What follows belongs to an exercise in optimizing a design on an open flow for small area; a production flow would make more cautious choices.
For this run, only the layout was checked, not whether the RTL still works.
Power figures rest on the tool's default switching activity, not on a simulated workload.

==> constraint.sdc <==
create_clock -name core_clock -period 6.0 [get_ports {Clk}]
set_input_delay 1.2000 -clock core_clock [delete_from_list [all_inputs] [get_ports {Clk}]]
set_output_delay 1.2000 -clock core_clock [all_outputs]
set_load 0.01 [all_outputs]
==> config.mk <==
export PLATFORM = sky130hd
export DESIGN_NAME = CandyCrush_Simple
export DESIGN_NICKNAME = CandyCrush_Simple
export VERILOG_FILES = /design/flow/design.v
export SDC_FILE = /design/flow/constraint.sdc
export NUM_CORES = 4
export LEC_CHECK = 0
export CAP_MARGIN = 20
export CORE_MARGIN = 2
export CORE_UTILIZATION = 40
export SLEW_MARGIN = 20
==> run.sh <==
#!/bin/bash
# synth_recipe.tcl (not shown) runs the flow's synth.tcl, then flattens the netlist and writes it again
# the make line also repeats each setting of config.mk as NAME=value (left out here)
make -C /OpenROAD-flow-scripts/flow DESIGN_CONFIG=/design/flow/config.mk WORK_HOME=/design/flow/orfs CLKGATE_MAP_FILE= SYNTH_SCRIPT=/design/flow/synth_recipe.tcl finish
==> design.v <==
`timescale 1ns / 1ps
module CandyCrush_Simple(
      Clk, Reset, BtnC, BtnL, BtnR, BtnU, BtnD,
      ColorXY,
      Enable,
      rewriteX, rewriteY, X, Y, swapX, swapY,
      randFlag, swapFlag,
      stateNum
    );
input BtnC, BtnL, BtnR, BtnU, BtnD, Clk, Reset;
input [2:0] ColorXY;
input Enable;
output reg [2:0] rewriteX, rewriteY;
output reg [2:0] X, Y;
output reg [2:0] swapX, swapY;
output randFlag, swapFlag;
output reg [3:0] stateNum;
reg [4:0] state;
reg [2:0] firstX, firstY;
reg [2:0] upY, downY, leftX, rightX;
reg found;
reg [2:0] colIdx;           
localparam [4:0]
InitialVar  = 5'd0,
SelectFirst = 5'd1,
SelectSecond= 5'd2,
SwapColor   = 5'd3,
CheckUp     = 5'd4,         
CheckDown   = 5'd5,         
CheckRight  = 5'd6,         
CheckLeft   = 5'd7,         
CheckDone   = 5'd8,         
UpCheck     = 5'd9,
DownCheck   = 5'd10,
RightCheck  = 5'd11,
LeftCheck   = 5'd12,
ColumnCheck = 5'd13,
ColumnEnd   = 5'd14,        
SlideDown   = 5'd15,
FillRand    = 5'd16,
ResetValues = 5'd17;
assign randFlag = (state == FillRand);
assign swapFlag = (state == SwapColor) | (state == SlideDown);
always @(posedge Clk)
begin
   case (state)
      InitialVar:   stateNum <= 4'd1;
      SelectFirst:  stateNum <= 4'd2;
      SelectSecond: stateNum <= 4'd3;
      SwapColor:    stateNum <= 4'd4;
      CheckUp, CheckDown, CheckRight, CheckLeft, CheckDone:
                    stateNum <= 4'd5;
      UpCheck:      stateNum <= 4'd6;
      DownCheck:    stateNum <= 4'd7;
      RightCheck:   stateNum <= 4'd8;
      LeftCheck:    stateNum <= 4'd9;
      ColumnCheck, ColumnEnd:
                    stateNum <= 4'd10;
      SlideDown:    stateNum <= 4'd11;
      FillRand:     stateNum <= 4'd12;
      default:      stateNum <= 4'd13;
   endcase
end
wire match = (ColorXY == colIdx);
wire isFirst = (colIdx == firstX);
wire inRange = (colIdx >= leftX) && (colIdx <= rightX);
wire active = inRange && (!isFirst || (found && !(upY == 3'd0 && downY == 3'd7)));
wire [2:0] topY = isFirst ? upY : firstY;
wire [2:0] topDec = (topY == 3'd0) ? 3'd0 : topY - 3'd1;
always @(posedge Clk)
begin
   if (Reset)
   begin
      state <= InitialVar;
      X <= 3'd0;
      Y <= 3'd0;
      rewriteX <= 3'd0;
      rewriteY <= 3'd0;
      swapX <= 3'd0;
      swapY <= 3'd0;
   end
   else if (Enable)
   begin
      case (state)
      InitialVar:
      begin
         state <= SelectFirst;
         X <= 3'd3;
         Y <= 3'd3;
      end
      SelectFirst:
      begin
         if (BtnC)
         begin
            state <= SelectSecond;
            colIdx <= ColorXY;
         end
         else if (BtnU)
         begin
            if (Y != 3'd0) Y <= Y - 3'd1;
         end
         else if (BtnD)
         begin
            if (Y != 3'd7) Y <= Y + 3'd1;
         end
         else if (BtnR)
         begin
            if (X != 3'd7) X <= X + 3'd1;
         end
         else if (BtnL)
         begin
            if (X != 3'd0) X <= X - 3'd1;
         end
      end
      SelectSecond:
      begin
         if (BtnU|BtnD|BtnR|BtnL)
         begin
            state <= SwapColor;
            swapX <= X;
            swapY <= Y;
            if (BtnU)
            begin
               if (Y != 3'd0) Y <= Y - 3'd1;
            end
            else if (BtnD)
            begin
               if (Y != 3'd7) Y <= Y + 3'd1;
            end
            else if (BtnR)
            begin
               if (X != 3'd7) X <= X + 3'd1;
            end
            else
            begin
               if (X != 3'd0) X <= X - 3'd1;
            end
         end
      end
      SwapColor:
      begin
         state <= CheckUp;
         firstX <= X;
         firstY <= Y;
         upY <= Y;
         downY <= Y;
         leftX <= X;
         rightX <= X;
         found <= 1'b0;
      end
      CheckUp:
      begin
         if (Y != 3'd0)
         begin
            state <= UpCheck;
            Y <= Y - 3'd1;
         end
         else
            state <= CheckDown;
      end
      CheckDown:
      begin
         if (Y != 3'd7)
         begin
            state <= DownCheck;
            Y <= Y + 3'd1;
         end
         else
            state <= CheckRight;
      end
      CheckRight:
      begin
         if (X != 3'd7)
         begin
            state <= RightCheck;
            X <= X + 3'd1;
         end
         else
            state <= CheckLeft;
      end
      CheckLeft:
      begin
         X <= X - 3'd1;
         if (X != 3'd0)
            state <= LeftCheck;
         else
            state <= CheckDone;
      end
      CheckDone:
      begin
         state <= ColumnCheck;
         colIdx <= 3'd0;
      end
      UpCheck:
      begin
         if (match)
         begin
            found <= 1'b1;
            upY <= Y;
         end
         if (match && Y != 3'd0)
            Y <= Y - 3'd1;
         else
         begin
            state <= CheckDown;
            Y <= firstY;
         end
      end
      DownCheck:
      begin
         if (match)
         begin
            found <= 1'b1;
            downY <= Y;
         end
         if (match && Y != 3'd7)
            Y <= Y + 3'd1;
         else
         begin
            state <= CheckRight;
            Y <= firstY;
         end
      end
      RightCheck:
      begin
         if (match)
         begin
            found <= 1'b1;
            rightX <= X;
         end
         if (match && X != 3'd7)
            X <= X + 3'd1;
         else
         begin
            state <= CheckLeft;
            X <= firstX;
         end
      end
      LeftCheck:
      begin
         if (match)
         begin
            found <= 1'b1;
            leftX <= X;
         end
         if (match && X != 3'd0)
            X <= X - 3'd1;
         else
         begin
            state <= CheckDone;
            X <= firstX;
         end
      end
      ColumnCheck:
      begin
         if (active)
         begin
            state <= SlideDown;
            swapX <= colIdx;
            X <= colIdx;
            swapY <= isFirst ? downY : firstY;
            Y <= topDec;
         end
         else
         begin
            colIdx <= colIdx + 3'd1;
            if (colIdx == 3'd7)
               state <= ColumnEnd;
         end
      end
      ColumnEnd:
         state <= ResetValues;
      SlideDown:
      begin
         if (swapY != 3'd0) swapY <= swapY - 3'd1;
         if (Y != 3'd0)
            Y <= Y - 3'd1;
         else
         begin
            state <= FillRand;
            rewriteX <= colIdx;
            rewriteY <= 3'd0;
         end
      end
      FillRand:
      begin
         if (isFirst && upY != downY)
         begin
            rewriteY <= rewriteY + 3'd1;
            upY <= upY + 3'd1;
         end
         else
         begin
            colIdx <= colIdx + 3'd1;
            if (colIdx == 3'd7)
               state <= ColumnEnd;
            else
               state <= ColumnCheck;
         end
      end
      default:  
      begin
         state <= SelectFirst;
         X <= firstX;
         Y <= firstY;
         rewriteX <= 3'd0;
         rewriteY <= 3'd0;
         swapX <= 3'd0;
         swapY <= 3'd0;
      end
      endcase
   end
end
endmodule
==> run notes <==
critical path: cells and delay by family (launching register included):
family                     cells  cell delay, ns
and+or+nand+nor                1            0.45
adders and majority gates      1            0.56
DFF                            1            0.36
buffers and inverters          3            1.05
routing by layer:
layer / global-route usage / up-vias / part of all wire
met4: 0.0648 / 0 / 0.024
met5: 0 / - / 0
li1: - / 1801 / -
met2: 0.373 / 166 / 0.46
met3: 0.0299 / 26 / 0.056
met1: 0.342 / 1868 / 0.46
Yosys cell counts (7+ instances only):
cell type	count
mux2i_1	11
clkbuf_1	12
o21ai_0	22
inv_1	33
nor3_1	13
nor2b_1	9
or3_1	7
ha_1	30
nor2_1	32
nand2b_1	7
a21oi_1	30
a211oi_1	7
o211ai_1	7
dfxtp_1	27
buf_2	7
nand4_1	7
nand2_1	33
xor2_1	8
nand3_1	15
edfxtp_1	22
per-stage QoR:
stage                     power, µW  instances   util
after floorplan                 860        469      -
after global placement         1050        613  0.454
after detailed placement       1050        613  0.454
after CTS                      1300        621  0.466
after global routing           1380        621  0.466
final                          1300        621  0.466
report_power, final:
group	total [µW]	internal [µW]	switching, µW	leakage (µW)
sequential	456	395	60.5	0.000423
combinational	598	250	348	0.00124
clock	249	126	123	0.0000554
total	1300	771	531	0.00172
logic make-up after synthesis:
group | after synthesis | synth area share
simple gates | 161 | 0.225
compound gates | 138 | 0.248
buf+inv | 62 | 0.0691
flops | 49 | 0.293
fa+ha+maj | 30 | 0.0917
xor+xnor | 15 | 0.0376
mux | 14 | 0.0351
registers in the layout (all words and copies together) (netlist names):
signal	cells
X	3
Y	3
colIdx	3
downY	3
firstX	3
firstY	3
found	1
leftX	3
rewriteX	3
rewriteY	3
rightX	3
state	5
stateNum	4
swapX	3
swapY	3
upY	3
area by class of cell:
type,count,area share
timing repair buffer,39,0.0822
clock buffer,6,0.0158
tap,133,0.0362
sequential,49,0.261
inverter,34,0.0278
multi-input combinational,358,0.568
clock inverter,2,0.00844
worst max-delay path by stage:
stage	to	slack, ns	cells past startpoint
2_1_floorplan	state[3]$_SDFFE_PP0P_	3.29	6
3_3_place_gp	randFlag	2.42	5
3_5_place_dp	randFlag	2.43	5
4_1_cts	randFlag	2.09	5
5_1_grt	randFlag	1.94	5
6_report	randFlag	2.06	5
==> summary.txt <==
Die
  • Total Die Area: around 11,000 µm²
  • Die outline height: about 110 µm
  • Initial Util: 0.415
  • I/O pin total: 35
  • DIE WIDTH: ~110 µm
  • Num rows: 36
  • Core footprint: between 9000 and 10,000 µm²

Route
  • Via density: between 6 and 7
  • Antenna-violating nets left: 0
  • Iter 0 DRT Violations: around 360
  • DRC viols: 0
  • WL/cell: roughly 21 µm
  • Vias post-DR: 3,861
  • DRT Pass-1 Iters: 5
  • Final WL: roughly 13,000 µm

Finish
  • Most frequent cells in the layout: clkdlybuf4s50_1 (34), inv_1 (33), nand2_1 (33), nor2_1 (32)
  • Number of fill cells: 970
  • Most common cell after layout, fill and taps aside: clkdlybuf4s50_1
  • # diodes: 0
  • Final instance area: ~4600 µm²
  • Area of the multi-input gates: ~2600 µm²
  • Synth-to-layout area growth: 12.2%
  • Total Nets Final: 528
  • FF/Latch Area: approximately 1200 µm²
  • Share of cells above drive strength 1: 0.0779

STA
  • Worst hold slack: 0.463 ns
  • RSZ-0062 raised after global routing: false
  • Slew Limit Headroom: 0.258
  • Final hold violations: 0
  • Final min period: just under 4 ns
  • Final setup margin: slightly above 2 ns
  • Fin Setup TNS: 0 ns
  • Final period utilization: 0.656
  • Endpoints failing setup: 0
  • Slew @ Worst Pin: 1.11 ns
  • Final slew viol count: 0
  • Skew final: around 0.0045 ns
  • F_max: between 200 and 300 MHz

Clocking
  • Hold_buf cts: 0
  • # Post-CTS Setup Buffers: 0
  • Root Buffer: clkbuf_8
  • Clock Sinks: 49
  • CTS tree: yes
  • Worst skew pair latency: a little over 0.3 ns
  • H-tree Lvls: 2
  • Clock Path Buffers: 2
  • CTS resizes: 0
  • CTS buffer count: 5
  • Worst-path clk slew: about 0.1 ns

Placed design
  • DP HPWL: 9430 µm
  • Number of port buffers: 34
  • Place WS: between 2 and 2.5 ns
  • Placed Area: ~4500 µm²
  • RePlAce Congestion: ~0.92

Yosys
  • FF+latch count, synth: 49
  • Sequential share of the synthesized area: 0.293
  • Synth Cell Area: 4090 µm²
  • Synth area leaders: edfxtp_1 (16%), dfxtp_1 (13%), ha_1 (9.2%), a21oi_1 (3.7%), inv_1 (3.0%)
  • Post-synth ARST share: 0
  • Post-synth top flop: dfxtp_1
  • Number of synthesized flops with an enable pin: 22
  • Gate Count Post-Synth: roughly 470
  • Synthesis Warnings: 1
  • Yosys top cell by area: edfxtp_1
  • Syn Nets: between 500 and 600
  • Distinct cells, synth: 82
  • Post-synthesis average cell area: between 8 and 9 µm²
  • Synth top area share: 0.161

Setup path
  • Worst Path Required: around 4.8 ns
  • Startpoint Class: register
  • Reg2reg path depth: 6
  • Max Fanout on Critical Path: 15
  • CP max stage delay: 0.59 ns
  • Critical Path Start: state[0]$_SDFFE_PP0P_
  • CP cell instances: inv_1 -> ha_1 -> nand3_1 -> inv_1 -> clkdlybuf4s50_1
  • Critical path capture point type: output port
  • Most used cell, CP: inv_1
  • CP Class: reg -> out
  • Reg2reg end: swapY[1]$_SDFFE_PP0P_
  • Critical Path AT: 2.74 ns
  • Worst R2R Start: state[1]$_SDFFE_PP0P_
  • Worst path slowest cell: clkdlybuf4s50_1
  • R2R Setup Slk: approximately 2.8 ns

Pwr
  • P per Cell Area: 283 nW/µm²
  • VDD IR-drop max: roughly 0.12 mV
  • Leakage power: between 0.0015 and 0.002 µW

Global routing
  • Grt ovf: 0
  • Overall Global Routing Usage: 0.238
  • Initial antenna violation count: 0
  • Largest net degree at the start of global routing: 35
  • First-pass GRT wire length: just over 20,000 µm
  • Vias in the first global route: approximately 3,700

Hold path
  • Hold_sp: rewriteX[2]$_SDFFE_PP0P_
  • Worst min path class: reg -> reg
  • WHS Path Cells: 2
  • Worst Hold Endpoint: rewriteX[2]$_SDFFE_PP0P_

Job
  • Max Cap Viol: 0

Run status
  • Status: complete, no violations

[afterwards: timing with drivers on the ports]
In the flow no input, the clock included, has a driving cell. The finished layout below was timed again as built, in two steps.
Step 1: set_driving_cell puts a clkbuf_16 on Clk and a buf_2 on each other input, an assumption about the parent block.
Step 2 also shifts input and output timing later by t, the mid clock arrival at the registers, as if the neighbouring blocks saw the same clock.
a / b / c = ideal ports / drivers / drivers and shift; a / b = the first two.
t, ns: 0.339
setup WS [ns]: 2.062 / 2.029 / 2.367
worst hold slack (ns): 0.463 / 0.463 / 0.463
After both steps this run still meets setup and hold. The setup slack of this run moves by -0.033 ns with the drivers and by +0.305 ns with both steps.
